From an optimization exercise on the open Yosys and OpenROAD flow, aimed at small area, a short achievable clock period and few clock cycles; shortcuts taken in it are not production practice. No functional check of the RTL was part of any run shown here. Power and IR drop assume default switching activity.

==> design.v <==
module LASER(CLK, RST, X, Y, C1X, C1Y, C2X, C2Y, DONE);
input CLK, RST;
input [3:0] X, Y;
output reg DONE;
output [3:0] C1X, C1Y, C2X, C2Y;
reg rq;
reg [3:0] xq;
reg [5:0] t;
reg [2:0] ph;
reg [15:0] m0;
reg [15:0] m2;
reg [15:0] m3;
reg [15:0] m4;
reg [15:0] m5;
reg [15:0] m6;
reg [15:0] m7;
reg [15:0] m8;
reg [15:0] m9;
reg [15:0] m10;
reg [15:0] m11;
reg [15:0] m12;
reg [15:0] m13;
reg [15:0] m14;
reg we, keep, upd, first2, upd1, clr;
reg [3:0] yo;    
reg [24:0] mk;   
wire [5:0] tn = rq ? 6'd0 : (t == 6'd58) ? 6'd0 : t + 6'd1;
wire [2:0] phn = rq ? 3'd0 : ph + 3'd1;
wire pn = (tn >= 6'd49);
wire [15:0] pdec = we ? (16'd1 << yo) : 16'd0;
always @(posedge CLK) begin
  rq <= RST;
  xq <= X;
  yo <= Y - {ph, 1'b0} - 4'd4;
  t <= tn;
  ph <= phn;
  we     <= ~RST & (tn >= 6'd1) & (tn <= 6'd40);
  keep   <= ~RST & (tn >= 6'd1) & (tn <= 6'd55);
  upd    <= ~RST & (tn >= 6'd42) & (tn <= 6'd57);
  upd1   <= (tn <= 6'd49);
  first2 <= (tn == 6'd50);
  clr    <= RST | (tn == 6'd0);
  mk[0] <= pn ? 8'b00000000 >> phn : 8'b00111111 >> phn;
  mk[1] <= pn ? 8'b00000001 >> phn : 8'b00111111 >> phn;
  mk[2] <= pn ? 8'b00001001 >> phn : 8'b00111111 >> phn;
  mk[3] <= pn ? 8'b00010100 >> phn : 8'b00111111 >> phn;
  mk[4] <= pn ? 8'b00100010 >> phn : 8'b00111111 >> phn;
  mk[5] <= pn ? 8'b00000000 >> phn : 8'b01111111 >> phn;
  mk[6] <= pn ? 8'b00000010 >> phn : 8'b01111111 >> phn;
  mk[7] <= pn ? 8'b00000011 >> phn : 8'b01111111 >> phn;
  mk[8] <= pn ? 8'b00000100 >> phn : 8'b01111111 >> phn;
  mk[9] <= pn ? 8'b00010011 >> phn : 8'b01111111 >> phn;
  mk[10] <= pn ? 8'b00010100 >> phn : 8'b01111111 >> phn;
  mk[11] <= pn ? 8'b00101000 >> phn : 8'b01111111 >> phn;
  mk[12] <= pn ? 8'b01000000 >> phn : 8'b01111111 >> phn;
  mk[13] <= pn ? 8'b01000100 >> phn : 8'b01111111 >> phn;
  mk[14] <= pn ? 8'b01001000 >> phn : 8'b01111111 >> phn;
  mk[15] <= pn ? 8'b00000000 >> phn : 8'b11111111 >> phn;
  mk[16] <= pn ? 8'b00000101 >> phn : 8'b11111111 >> phn;
  mk[17] <= pn ? 8'b00000111 >> phn : 8'b11111111 >> phn;
  mk[18] <= pn ? 8'b00001000 >> phn : 8'b11111111 >> phn;
  mk[19] <= pn ? 8'b00100111 >> phn : 8'b11111111 >> phn;
  mk[20] <= pn ? 8'b00101000 >> phn : 8'b11111111 >> phn;
  mk[21] <= pn ? 8'b01010000 >> phn : 8'b11111111 >> phn;
  mk[22] <= pn ? 8'b10000000 >> phn : 8'b11111111 >> phn;
  mk[23] <= pn ? 8'b10001000 >> phn : 8'b11111111 >> phn;
  mk[24] <= pn ? 8'b10010000 >> phn : 8'b11111111 >> phn;
end
always @(posedge CLK) m0 <= (keep ? {m0[1:0], m0[15:2]} : 16'd0) | ((xq == 4'd0) ? pdec : 16'd0);
always @(posedge CLK) m2 <= (keep ? {m2[1:0], m2[15:2]} : 16'd0) | ((xq == 4'd2) ? pdec : 16'd0);
always @(posedge CLK) m3 <= (keep ? {m3[1:0], m3[15:2]} : 16'd0) | ((xq == 4'd3) ? pdec : 16'd0);
always @(posedge CLK) m4 <= (keep ? {m4[1:0], m4[15:2]} : 16'd0) | ((xq == 4'd4) ? pdec : 16'd0);
always @(posedge CLK) m5 <= (keep ? {m5[1:0], m5[15:2]} : 16'd0) | ((xq == 4'd5) ? pdec : 16'd0);
always @(posedge CLK) m6 <= (keep ? {m6[1:0], m6[15:2]} : 16'd0) | ((xq == 4'd6) ? pdec : 16'd0);
always @(posedge CLK) m7 <= (keep ? {m7[1:0], m7[15:2]} : 16'd0) | ((xq == 4'd7) ? pdec : 16'd0);
always @(posedge CLK) m8 <= (keep ? {m8[1:0], m8[15:2]} : 16'd0) | ((xq == 4'd8) ? pdec : 16'd0);
always @(posedge CLK) m9 <= (keep ? {m9[1:0], m9[15:2]} : 16'd0) | ((xq == 4'd9) ? pdec : 16'd0);
always @(posedge CLK) m10 <= (keep ? {m10[1:0], m10[15:2]} : 16'd0) | ((xq == 4'd10) ? pdec : 16'd0);
always @(posedge CLK) m11 <= (keep ? {m11[1:0], m11[15:2]} : 16'd0) | ((xq == 4'd11) ? pdec : 16'd0);
always @(posedge CLK) m12 <= (keep ? {m12[1:0], m12[15:2]} : 16'd0) | ((xq == 4'd12) ? pdec : 16'd0);
always @(posedge CLK) m13 <= (keep ? {m13[1:0], m13[15:2]} : 16'd0) | ((xq == 4'd13) ? pdec : 16'd0);
always @(posedge CLK) m14 <= (keep ? {m14[1:0], m14[15:2]} : 16'd0) | ((xq == 4'd14) ? pdec : 16'd0);
wire w0_0 = m0[0] & mk[16];
wire w0_1 = m0[1] & mk[22];
wire w0_2 = m0[2] & mk[6];
wire w0_3 = m0[3] & mk[12];
wire w0_4 = m0[4] & mk[1];
wire w2_0 = m2[0] & mk[23];
wire w2_1 = m2[1] & mk[21];
wire w2_2 = m2[2] & mk[13];
wire w2_3 = m2[3] & mk[11];
wire w2_4 = m2[4] & mk[4];
wire w3_0 = m3[0] & mk[23];
wire w3_1 = m3[1] & mk[21];
wire w3_2 = m3[2] & mk[13];
wire w3_3 = m3[3] & mk[11];
wire w3_4 = m3[4] & mk[4];
wire w4_0 = m4[0] & mk[15];
wire w4_1 = m4[1] & mk[21];
wire w4_2 = m4[2] & mk[5];
wire w4_3 = m4[3] & mk[11];
wire w4_4 = m4[4] & mk[0];
wire w5_0 = m5[0] & mk[23];
wire w5_1 = m5[1] & mk[21];
wire w5_2 = m5[2] & mk[13];
wire w5_3 = m5[3] & mk[11];
wire w5_4 = m5[4] & mk[4];
wire w6_0 = m6[0] & mk[23];
wire w6_1 = m6[1] & mk[21];
wire w6_2 = m6[2] & mk[13];
wire w6_3 = m6[3] & mk[11];
wire w6_4 = m6[4] & mk[4];
wire w7_0 = m7[0] & mk[23];
wire w7_1 = m7[1] & mk[24];
wire w7_2 = m7[2] & mk[13];
wire w7_3 = m7[3] & mk[14];
wire w7_4 = m7[4] & mk[4];
wire w8_0 = m8[0] & mk[16];
wire w8_1 = m8[1] & mk[22];
wire w8_2 = m8[2] & mk[6];
wire w8_3 = m8[3] & mk[12];
wire w8_4 = m8[4] & mk[1];
wire w9_0 = m9[0] & mk[19];
wire w9_1 = m9[1] & mk[18];
wire w9_2 = m9[2] & mk[9];
wire w9_3 = m9[3] & mk[8];
wire w9_4 = m9[4] & mk[2];
wire w10_0 = m10[0] & mk[15];
wire w10_1 = m10[1] & mk[20];
wire w10_2 = m10[2] & mk[5];
wire w10_3 = m10[3] & mk[10];
wire w10_4 = m10[4] & mk[0];
wire w11_0 = m11[0] & mk[21];
wire w11_1 = m11[1] & mk[17];
wire w11_2 = m11[2] & mk[11];
wire w11_3 = m11[3] & mk[7];
wire w11_4 = m11[4] & mk[3];
wire w12_0 = m12[0] & mk[15];
wire w12_1 = m12[1] & mk[21];
wire w12_2 = m12[2] & mk[5];
wire w12_3 = m12[3] & mk[11];
wire w12_4 = m12[4] & mk[0];
wire w13_0 = m13[0] & mk[19];
wire w13_1 = m13[1] & mk[22];
wire w13_2 = m13[2] & mk[9];
wire w13_3 = m13[3] & mk[12];
wire w13_4 = m13[4] & mk[2];
wire w14_0 = m14[0] & mk[15];
wire w14_1 = m14[1] & mk[20];
wire w14_2 = m14[2] & mk[5];
wire w14_3 = m14[3] & mk[10];
wire w14_4 = m14[4] & mk[0];
reg [4:0] sc [0:6];
reg [2:0] row1;
always @(posedge CLK) begin
  row1 <= ph;
  sc[0] <= {4'd0, w2_0} + {4'd0, w2_1} + {4'd0, w2_2} + {4'd0, w2_3} + {4'd0, w2_4} + {4'd0, w3_0} + {4'd0, w3_1} + {4'd0, w3_2} + {4'd0, w3_3} + {4'd0, w4_0} + {4'd0, w4_1} + {4'd0, w4_2} + {4'd0, w4_3} + {4'd0, w5_0} + {4'd0, w5_1} + {4'd0, w5_2} + {4'd0, w0_0} + {4'd0, w0_1} + {4'd0, w0_2} + {4'd0, w0_3};
  sc[1] <= {4'd0, w4_0} + {4'd0, w4_1} + {4'd0, w4_2} + {4'd0, w4_3} + {4'd0, w4_4} + {4'd0, w5_0} + {4'd0, w5_1} + {4'd0, w5_2} + {4'd0, w5_3} + {4'd0, w6_0} + {4'd0, w6_1} + {4'd0, w6_2} + {4'd0, w6_3} + {4'd0, w7_0} + {4'd0, w7_1} + {4'd0, w7_2} + {4'd0, w0_0} + {4'd0, w0_4};
  sc[2] <= {4'd0, w6_0} + {4'd0, w6_1} + {4'd0, w6_2} + {4'd0, w6_3} + {4'd0, w6_4} + {4'd0, w7_0} + {4'd0, w7_1} + {4'd0, w7_2} + {4'd0, w7_3} + {4'd0, w8_0} + {4'd0, w8_1} + {4'd0, w8_2} + {4'd0, w8_3} + {4'd0, w9_0} + {4'd0, w9_1} + {4'd0, w9_2} + {4'd0, w0_0} + {4'd0, w0_1} + {4'd0, w0_2} + {4'd0, w0_3} + {4'd0, w0_4};
  sc[3] <= {4'd0, w8_0} + {4'd0, w8_1} + {4'd0, w8_2} + {4'd0, w8_3} + {4'd0, w8_4} + {4'd0, w9_0} + {4'd0, w9_1} + {4'd0, w9_2} + {4'd0, w9_3} + {4'd0, w10_0} + {4'd0, w10_1} + {4'd0, w10_2} + {4'd0, w10_3} + {4'd0, w11_0} + {4'd0, w11_1} + {4'd0, w11_2} + {4'd0, w0_0} + {4'd0, w0_1} + {4'd0, w0_2} + {4'd0, w0_3} + {4'd0, w0_4};
  sc[4] <= {4'd0, w10_0} + {4'd0, w10_1} + {4'd0, w10_2} + {4'd0, w10_3} + {4'd0, w10_4} + {4'd0, w11_0} + {4'd0, w11_1} + {4'd0, w11_2} + {4'd0, w11_3} + {4'd0, w12_0} + {4'd0, w12_1} + {4'd0, w12_2} + {4'd0, w12_3} + {4'd0, w13_0} + {4'd0, w13_1} + {4'd0, w13_2} + {4'd0, w0_0} + {4'd0, w0_1} + {4'd0, w0_2} + {4'd0, w0_3} + {4'd0, w0_4};
  sc[5] <= {4'd0, w12_0} + {4'd0, w12_1} + {4'd0, w12_2} + {4'd0, w12_3} + {4'd0, w12_4} + {4'd0, w13_0} + {4'd0, w13_1} + {4'd0, w13_2} + {4'd0, w13_3} + {4'd0, w14_0} + {4'd0, w14_1} + {4'd0, w14_2} + {4'd0, w14_3} + {4'd0, w0_0} + {4'd0, w0_4};
  sc[6] <= {4'd0, w14_0} + {4'd0, w14_1} + {4'd0, w14_2} + {4'd0, w14_3} + {4'd0, w14_4} + {4'd0, w0_0} + {4'd0, w0_1} + {4'd0, w0_2} + {4'd0, w0_3};
end
reg [4:0] bs;
reg [2:0] bx, br, b1x, b1r;
wire [4:0] bse = first2 ? 5'd0 : bs;
wire [2:0] bre = first2 ? 3'd0 : br;
reg [7:0] al;
reg [4:0] mx;
reg any_b;
integer i, b;
always @(*) begin
  al = 8'hff;
  for (b = 4; b >= 0; b = b - 1) begin
    any_b = al[7] & bse[b];
    for (i = 0; i < 7; i = i + 1) any_b = any_b | (al[i] & sc[i][b]);
    mx[b] = any_b;
    for (i = 0; i < 7; i = i + 1) al[i] = al[i] & (sc[i][b] | ~any_b);
    al[7] = al[7] & (bse[b] | ~any_b);
  end
end
wire early = row1 < bre;
wire rwin = (|al[6:0]) & (~al[7] | early);
wire [2:0] wx = al[0] ? 3'd1 : al[1] ? 3'd2 : al[2] ? 3'd3 : al[3] ? 3'd4 :
                al[4] ? 3'd5 : al[5] ? 3'd6 : 3'd7;
always @(posedge CLK) begin
  if (clr) begin
    bs <= 5'd0; bx <= 3'd0; br <= 3'd0; b1x <= 3'd0; b1r <= 3'd0;
  end else if (upd & (rwin | first2)) begin
    bs <= rwin ? mx : 5'd0;
    bx <= rwin ? wx : 3'd0;
    br <= rwin ? row1 : 3'd0;
    if (upd1) begin b1x <= wx; b1r <= row1; end
  end
  DONE <= ~rq & (t == 6'd57);
end
assign C1X = {b1x, 1'b0};
assign C1Y = {b1r, 1'b0};
assign C2X = {bx, 1'b0};
assign C2Y = {br, 1'b0};
endmodule
==> run.sh <==
#!/bin/bash
# synth_recipe.tcl (not shown) runs the flow's synth.tcl, then flattens the netlist and writes it again
# the make line also repeats each setting of config.mk as NAME=value (left out here)
make -C /OpenROAD-flow-scripts/flow DESIGN_CONFIG=/design/flow/config.mk WORK_HOME=/design/flow/orfs CLKGATE_MAP_FILE= SYNTH_SCRIPT=/design/flow/synth_recipe.tcl finish
==> config.mk <==
export PLATFORM = sky130hd
export DESIGN_NAME = LASER
export DESIGN_NICKNAME = LASER
export VERILOG_FILES = /design/flow/design.v
export SDC_FILE = /design/flow/constraint.sdc
export NUM_CORES = 4
export LEC_CHECK = 0
export CAP_MARGIN = 20
export CORE_MARGIN = 2
export CORE_UTILIZATION = 40
export SETUP_SLACK_MARGIN = 2.5
export SLEW_MARGIN = 20
==> constraint.sdc <==
create_clock -name core_clock -period 6.0 [get_ports {CLK}]
set_input_delay 1.2000 -clock core_clock [delete_from_list [all_inputs] [get_ports {CLK}]]
set_output_delay 1.2000 -clock core_clock [all_outputs]
set_load 0.01 [all_outputs]
==> results of run 1 <==
-- final cells by class --
cell class | count | area [um^2]
Clock inverter | 14 | 171
Clock buffer | 46 | 998
Timing Repair Buffer | 90 | 777
Sequential cell | 325 | 6570
Tap cell | 455 | 569
Multi-Input combinational cell | 865 | 7360
Fill cell | 3213 | 17800
Inverter | 112 | 425
-- power by group through the flow --
stage,registers (mW),clock network (mW),logic [mW]
6_report,2.25,2.17,0.289
5_1_grt,2.25,2.30,0.317
4_1_cts,2.25,2.21,0.286
3_5_place_dp,2.30,0,0.257
2_1_floorplan,2.25,0,0.224
3_3_place_gp,2.30,0,0.253
-- registers in the layout, summed over array words and instances, names as in the netlist, 5 cells and up --
signal	count
m7	16
m6	16
m2	16
m12	16
mk	23
m4	16
m14	16
t	6
m5	16
m3	16
bs	5
m0	16
m13	16
m9	16
sc	33
m10	16
m11	16
m8	16
-- routing by layer --
layer	up-vias	track usage	wire length (um)
li1	4845	-	-
met3	61	0.0276	1050
met1	4764	0.246	15800
met4	0	0.0766	1180
met2	174	0.334	16700
met5	-	0	0
-- cells by family (layout without fill, tap and decap cells) --
group / after synthesis / in the layout
other: 1 / 4
flip-flops: 325 / 325
AND/OR/NAND/NOR: 331 / 332
XOR/XNOR: 22 / 22
AO/OA/AOI/OAI: 363 / 363
adder cells (fa/ha/maj): 128 / 128
buffers and inverters: 177 / 262
multiplexers: 16 / 16
-- cells in the final DEF, fill, tap and decap left out, drive strengths merged, types with 25 or more instances in the layout --
cell type	n
a21oi	26
a22o	151
buf	68
clkbuf	46
dfxtp	325
fa	83
ha	45
inv	114
nand2	161
nand2b	25
nor2	48
o21ai	90
-- timing repair --
| item | in CTS | in global routing |
|---|---|---|
| gates cloned | 1 | 0 |
| setup endpoints to repair | 45 | 45 |
| pin swaps | 31 | 22 |
| resized for setup | 71 | 23 |
| hold endpoints to repair | 0 | 0 |
| setup buffers | 44 | 9 |
-- worst min path at each step --
stage	startpoint	to	slack, ns	cells after the start
6_report	ph[1]$_DFF_P_	row1[1]$_DFF_P_	0.41	0
5_1_grt	ph[1]$_DFF_P_	row1[1]$_DFF_P_	0.43	0
4_1_cts	ph[1]$_DFF_P_	row1[1]$_DFF_P_	0.43	0
3_5_place_dp	m14[5]$_DFF_P_	m14[3]$_DFF_P_	0.42	2
3_3_place_gp	ph[1]$_DFF_P_	row1[1]$_DFF_P_	0.40	0
2_1_floorplan	ph[0]$_DFF_P_	row1[0]$_DFF_P_	0.35	0
==> reports/results.tsv, run 1 <==
stage	metric	value	unit
placed_design	place_ws	1.24	ns
final_layout	num_antenna_cells	0	
logic_synthesis	synth_largest_area_cell	dfxtp_1	
drt	route.detailed.drc	0	
logic_synthesis	synthFlopType	dfxtp_1	
timing	slew_viol_final	0	
setup_path	r2r_start	mk[22]$_SDFF_PP1_	
placed_design	dp_hpwl	25.2	mm
power	power.leakage	7.29	nW
logic_synthesis	synth.most_common_cell	dfxtp_1	
placed_design	port_buffers	22	
die	ios	27	
drt	first_pass_iters	5	
setup_path	path_delay_family	adder cells	
grt	grt_overflow	0	
drt	drt_first_iter_violations	645	
logic_synthesis	synthMuxAreaShare	0.0113	
timing	setup_tns	0	ns
logic_synthesis	synth_seq_cells	325	
timing	fin_skew	0.0114	ns
timing	fin_ws	1.72	ns
die	die_h	192	um
power	ir_drop	0.172	mV
drt	ant_nets	0	
die	rows	68	
setup_path	cp_slowest_cell	fa_1	
logic_synthesis	yosys.area_share.simple	0.111	
final_layout	syn_to_final_growth	19.3	%
power	power.share.switching	0.237	
logic_synthesis	synth_compound_area_frac	0.198	
logic_synthesis	synthesis.area	0.0141	mm^2
clock_tree	cts.sinks	325	
die	die_w	192	um
clock_tree	cts_max_path_buffers	3	
logic_synthesis	synth_top_area_frac	0.460	
logic_synthesis	async_reset_ff_frac	0	
setup_path	cp-start-kind	flip-flop	
logic_synthesis	yosys.area_share.adder	0.157	
final_layout	instances_no_fill	1907	
power	cell_internal_pwr	3.59	mW
power	power.total	4.71	mW
power	p_clk_frac	0.460	
timing	fin_hold_ws	0.415	ns
setup_path	cp_max_fo	5	
setup_path	reg2reg_slack	1.72	ns
logic_synthesis	synth_warnings	2	
drt	routedWlPerCell	18.2	um
placed_design	post_dp_cell_area	0.0150	mm^2
final_layout	drive_above_1_share	0.183	
timing	post-route-min-period	4.28	ns
clock_tree	htree_levels	2	
timing	timing.fmax	0.234	GHz
power	power_density	279	mW/mm^2
setup_path	setup.worst_path.end	sc[4][4]$_DFF_P_	
timing	rsz0062_at_grt	yes	
drt	viasPerCell	5.16	
setup_path	cp.required	6.40	ns
timing	worst_pin_slew	1.06	ns
logic_synthesis	synth_seq_area_share	0.460	
setup_path	r2r_cells	12	
logic_synthesis	ys_top_cells_by_count	dfxtp_1, nand2_1, a22o_1	
clock_tree	cts.reportedPaths.clkPinSlew	0.06	ns
final_layout	fin_area	0.0169	mm^2
die	initial_core_util	0.407	
logic_synthesis	netlist_instances	1363	
setup_path	max_stage_delay	0.54	ns
logic_synthesis	syn_avg_cell_area	10.4	um^2
logic_synthesis	ys_types	78	
logic_synthesis	synth_area_leaders	dfxtp_1, fa_1, a22o_1	
clock_tree	cts-root-buf	clkbuf_16	
grt	grt_max_degree	84	
setup_path	r2r-end	sc[4][4]$_DFF_P_	
grt	antenna_found_initial	0	
setup_path	crit_top_cell	fa_1	
setup_path	critPathKind	reg2reg	
final_layout	final_core_util	0.486	
logic_synthesis	synth_top_family_by_area	compound AO/OA/AOI/OAI gates	
die	die_area	0.0369	mm^2
setup_path	path_buf_inv	2	
power	p_seq_frac	0.478	
logic_synthesis	synth_edf_count	0	
setup_path	critical_path_depth	12	
setup_path	crit_arrival	4.68	ns
placed_design	place_inst	1793	
clock_tree	hold_buffers	0	
setup_path	critical_path.endpoint_type	flip-flop	
grt	grt_pass1_wl	55.6	mm
min_path	holdCritPathClass	reg2reg	
placed_design	gp_congestion	0.900	
clock_tree	cts_tree	done	
timing	setup_violations	0	
clock_tree	clk_latency	0.53	ns
timing	finalCritPeriodShare	0.714	
logic_synthesis	synthXorXnorAreaFrac	0.0136	
timing	hold_violations	0	
setup_path	crit_chain	and2_4, fa_1, inv_4, fa_1, fa_1, fa_1, fa_1, inv_2, fa_2, fa_2, a21o_1, a21o_1	
power	p_sw	1.11	mW
power	power_frac_comb	0.061	
grt	grt_pass1_vias	10051	
timing	worst_slew_margin_rel	0.294	
grt	grtUsageTotal	0.194	
final_layout	fin_nets	1567	
drt	vias	9844	
setup_path	startpoint	mk[22]$_SDFF_PP1_	
die	core_area	0.0347	mm^2
drt	routed_wirelength	34.7	mm
run	drv_cap	0	
clock_tree	cts_buffers	35	
outcome	outcome	no timing/DRC/antenna violations	
==> inputs of run 2 (changes only) <==
--- a/config.mk
+++ b/config.mk
@@ -8,5 +8,5 @@
 export CAP_MARGIN = 20
 export CORE_MARGIN = 2
 export CORE_UTILIZATION = 40
-export SETUP_SLACK_MARGIN = 2.5
+export SETUP_SLACK_MARGIN = 3.2
 export SLEW_MARGIN = 20
==> run 2 against run 1 <==
Against the previous run:
- sequential share of layout area down 0.25 points
- still clean
- combinational power increased by 4%
- register-to-register slack got worse by 0.06 ns
==> reports/results.tsv, run 2 <==
stage	metric	value	unit	change
grt	grt_pass1_wl	56.0	mm	+0.89%
setup_path	reg2reg_slack	1.66	ns	-0.06 ns
grt	antenna_found_initial	0		unchanged
logic_synthesis	synth.most_common_cell	dfxtp_1		
final_layout	fill_cells	3201		-0.37%
clock_tree	cts-root-buf	clkbuf_16		
die	ios	27		unchanged
setup_path	crit_chain	and2_4, fa_1, inv_4, fa_1, fa_1, fa_1, fa_1, inv_2, fa_2, fa_2, a21o_1, a21o_1		
logic_synthesis	synthFlopType	dfxtp_1		
outcome	outcome	no timing/DRC/antenna violations		
logic_synthesis	async_reset_ff_frac	0		unchanged
clock_tree	clk_latency	0.53	ns	about the same
logic_synthesis	ys_types	78		unchanged
logic_synthesis	ys_top_cells_by_count	dfxtp_1, nand2_1, a22o_1		
drt	routedWlPerCell	18.5	um	+1.6%
placed_design	place_ws	1.29	ns	+0.0447 ns
logic_synthesis	synth_seq_area_share	0.460		unchanged
drt	route.detailed.drc	0		unchanged
logic_synthesis	synth_top_area_frac	0.460		unchanged
drt	viasPerCell	5.18		+0.41%
final_layout	instances_no_fill	1917		+0.52%
grt	grtUsageTotal	0.195		+0.000858
timing	worst_pin_slew	1.05	ns	-0.00931 ns
drt	drt_first_iter_violations	518		-20%
die	die_area	0.0369	mm^2	unchanged
final_layout	syn_to_final_growth	20.0	%	
final_layout	num_antenna_cells	0		unchanged
timing	post-route-min-period	4.34	ns	+0.0603 ns
setup_path	crit_top_cell	fa_1		
timing	timing.fmax	0.230	GHz	-1.4%
power	power_density	274	mW/mm^2	-1.9%
drt	top_layer	met4		
timing	fin_skew	0.0235	ns	+0.0120 ns
die	initial_core_util	0.407		unchanged
setup_path	critPathKind	reg2reg		
timing	worst_slew_margin_rel	0.300		+0.00623
setup_path	critical_path.endpoint_type	flip-flop		
final_layout	layout_common_cells	dfxtp_1, a22o_1, nand2_1, inv_1, o21ai_0		
timing	fin_ws	1.66	ns	-0.0603 ns
drt	wl_met1	16.0	mm	+1.2%
setup_path	r2r_cells	12		unchanged
grt	grt_max_degree	111		+32%
final_layout	fin_area	0.0170	mm^2	+0.56%
timing	fin_hold_ws	0.417	ns	+0.00168 ns
timing	rsz0062_at_grt	yes		
final_layout	drive_above_1_share	0.198		+0.0152
final_layout	reg_top3	sc: 33 flops, mk: 23 flops		
placed_design	dp_hpwl	25.7	mm	+2.1%
logic_synthesis	synthesis.area	0.0141	mm^2	unchanged
logic_synthesis	synth_edf_count	0		unchanged
setup_path	cp_slowest_cell	fa_1		
clock_tree	cts_max_path_buffers	3		unchanged
die	die_h	192	um	unchanged
final_layout	largest_reg_flops	33		unchanged
grt	grt_pass1_vias	9809		-2.4%
logic_synthesis	synth_area_leaders	dfxtp_1, fa_1, a22o_1		
logic_synthesis	synth_warnings	2		unchanged
die	die_w	192	um	unchanged
timing	hold_violations	0		unchanged
placed_design	gp_congestion	0.917		+1.9%
grt	grt_overflow	0		unchanged
clock_tree	cts_buffers	35		unchanged
die	rows	68		unchanged
clock_tree	cts_tree	done		
setup_path	startpoint	m0[1]$_DFF_P_		
drt	wl_met2	17.1	mm	+2.6%
setup_path	critical_path_depth	12		unchanged
power	power.leakage	7.30	nW	+0.21%
timing	setup_violations	0		unchanged
final_layout	final_common_cell	dfxtp_1		
clock_tree	cts.sinks	325		unchanged
setup_path	r2r-end	sc[3][4]$_DFF_P_		
clock_tree	hold_buffers	0		unchanged
clock_tree	htree_levels	2		unchanged
drt	ant_nets	0		unchanged
setup_path	cp_max_fo	5		unchanged
die	core_area	0.0347	mm^2	unchanged
drt	vias	9936		+0.93%
logic_synthesis	netlist_instances	1363		unchanged
setup_path	max_stage_delay	0.58	ns	+0.04 ns
setup_path	cp-start-kind	flip-flop		
final_layout	fin_nets	1574		+0.45%
logic_synthesis	synth_seq_cells	325		unchanged
drt	met3RoutedLength	1.09	mm	+4.5%
final_layout	regMostFlops	sc		
setup_path	cp.required	6.40	ns	about the same
setup_path	crit_arrival	4.74	ns	+0.06 ns
drt	routed_wirelength	35.4	mm	+2.1%
placed_design	port_buffers	22		unchanged
timing	finalCritPeriodShare	0.724		+0.0100
logic_synthesis	synth_largest_area_cell	dfxtp_1		
power	ir_drop	0.177	mV	+2.7%
timing	slew_viol_final	0		unchanged
min_path	holdCritPathClass	reg2reg		
logic_synthesis	syn_avg_cell_area	10.4	um^2	unchanged
setup_path	r2r_start	m0[1]$_DFF_P_		
power	power.total	4.64	mW	-1.3%
drt	first_pass_iters	5		unchanged
timing	setup_tns	0	ns	unchanged
clock_tree	cts.reportedPaths.clkPinSlew	0.06	ns	about the same
final_layout	final_core_util	0.489		+0.00270
setup_path	setup.worst_path.end	sc[3][4]$_DFF_P_		
placed_design	post_dp_cell_area	0.0150	mm^2	about the same
run	drv_cap	0		unchanged
setup_path	path_delay_family	adder cells		
setup_path	path_buf_inv	2		unchanged
placed_design	place_inst	1792		-0.056%
-- run 2: timing repair --
| item | 4_1_cts | 5_1_grt |
|---|---|---|
| setup buffers | 40 | 21 |
| resized for setup | 61 | 53 |
| cloned | 1 | 0 |
| pin swaps | 42 | 51 |
| setup endpoints to repair | 49 | 50 |
-- run 2: cell families after synthesis --
logic type / count (synthesis) / share of synthesized area
xor+xnor: 22 / 0.0136
flops: 325 / 0.460
compound gates: 363 / 0.198
fa+ha+maj: 128 / 0.157
other cells: 1 / 0.000265
buf+inv: 177 / 0.0488
simple gates: 331 / 0.111
mux: 16 / 0.0113
-- run 2: area by class of cell --
type,count,area (um^2),share of cell area
clock buffer,51,996,0.0587
sequential,325,6560,0.387
inverter,112,425,0.0251
timing repair buffer,97,872,0.0514
multi-input combinational,865,7400,0.436
tap,455,569,0.0336
clock inverter,12,136,0.00804
-- run 2: worst min path at each step --
| stage | startpoint | to | slack [ns] | cells past startpoint |
|---|---|---|---|---|
| 2_1_floorplan | ph[0]$_DFF_P_ | row1[0]$_DFF_P_ | 0.35 | 0 |
| 4_1_cts | ph[1]$_DFF_P_ | row1[1]$_DFF_P_ | 0.42 | 0 |
| 3_5_place_dp | ph[1]$_DFF_P_ | row1[1]$_DFF_P_ | 0.41 | 0 |
| 3_3_place_gp | ph[1]$_DFF_P_ | row1[1]$_DFF_P_ | 0.40 | 0 |
| 5_1_grt | ph[1]$_DFF_P_ | row1[1]$_DFF_P_ | 0.42 | 0 |
| 6_report | ph[1]$_DFF_P_ | row1[1]$_DFF_P_ | 0.42 | 0 |
-- run 2: power by group --
part	internal [mW]	total (mW)	switching [mW]
Combinational	0.108	0.300	0.192
Sequential	2.18	2.25	0.0634
Clock	1.21	2.10	0.885
-- run 2: routing by layer --
| layer | vias to the layer above | GRT usage |
|---|---|---|
| met2 | 175 | 0.330 |
| met1 | 4854 | 0.254 |
| met4 | 0 | 0.0731 |
| met3 | 63 | 0.0269 |
| li1 | 4844 | - |
| met5 | - | 0 |

## port drivers added, routing unchanged
In the flow no input, the clock included, has a driving cell. The finished layouts below were timed again as built, in two steps.
Step 1 assumes that a clkbuf_16 drives the clock port and a buf_2 every other input.
Step 2 moves the port delays by t, midway between the first and last clock arrival at a register: inputs arrive t later, outputs are due t later. That takes back most of the time a late clock gives input paths.
a / b / c = no drivers / after step 1 / after step 2; a / b = the first two.
run | shift t [ns] | slack for setup (ns) | cell pins on the clock port's net
run 1 | 0.571 | 1.718 / 1.718 / 1.718 | 1
run 2 | 0.569 | 1.658 / 1.658 / 1.658 | 1
After both steps every run listed still meets setup and hold.
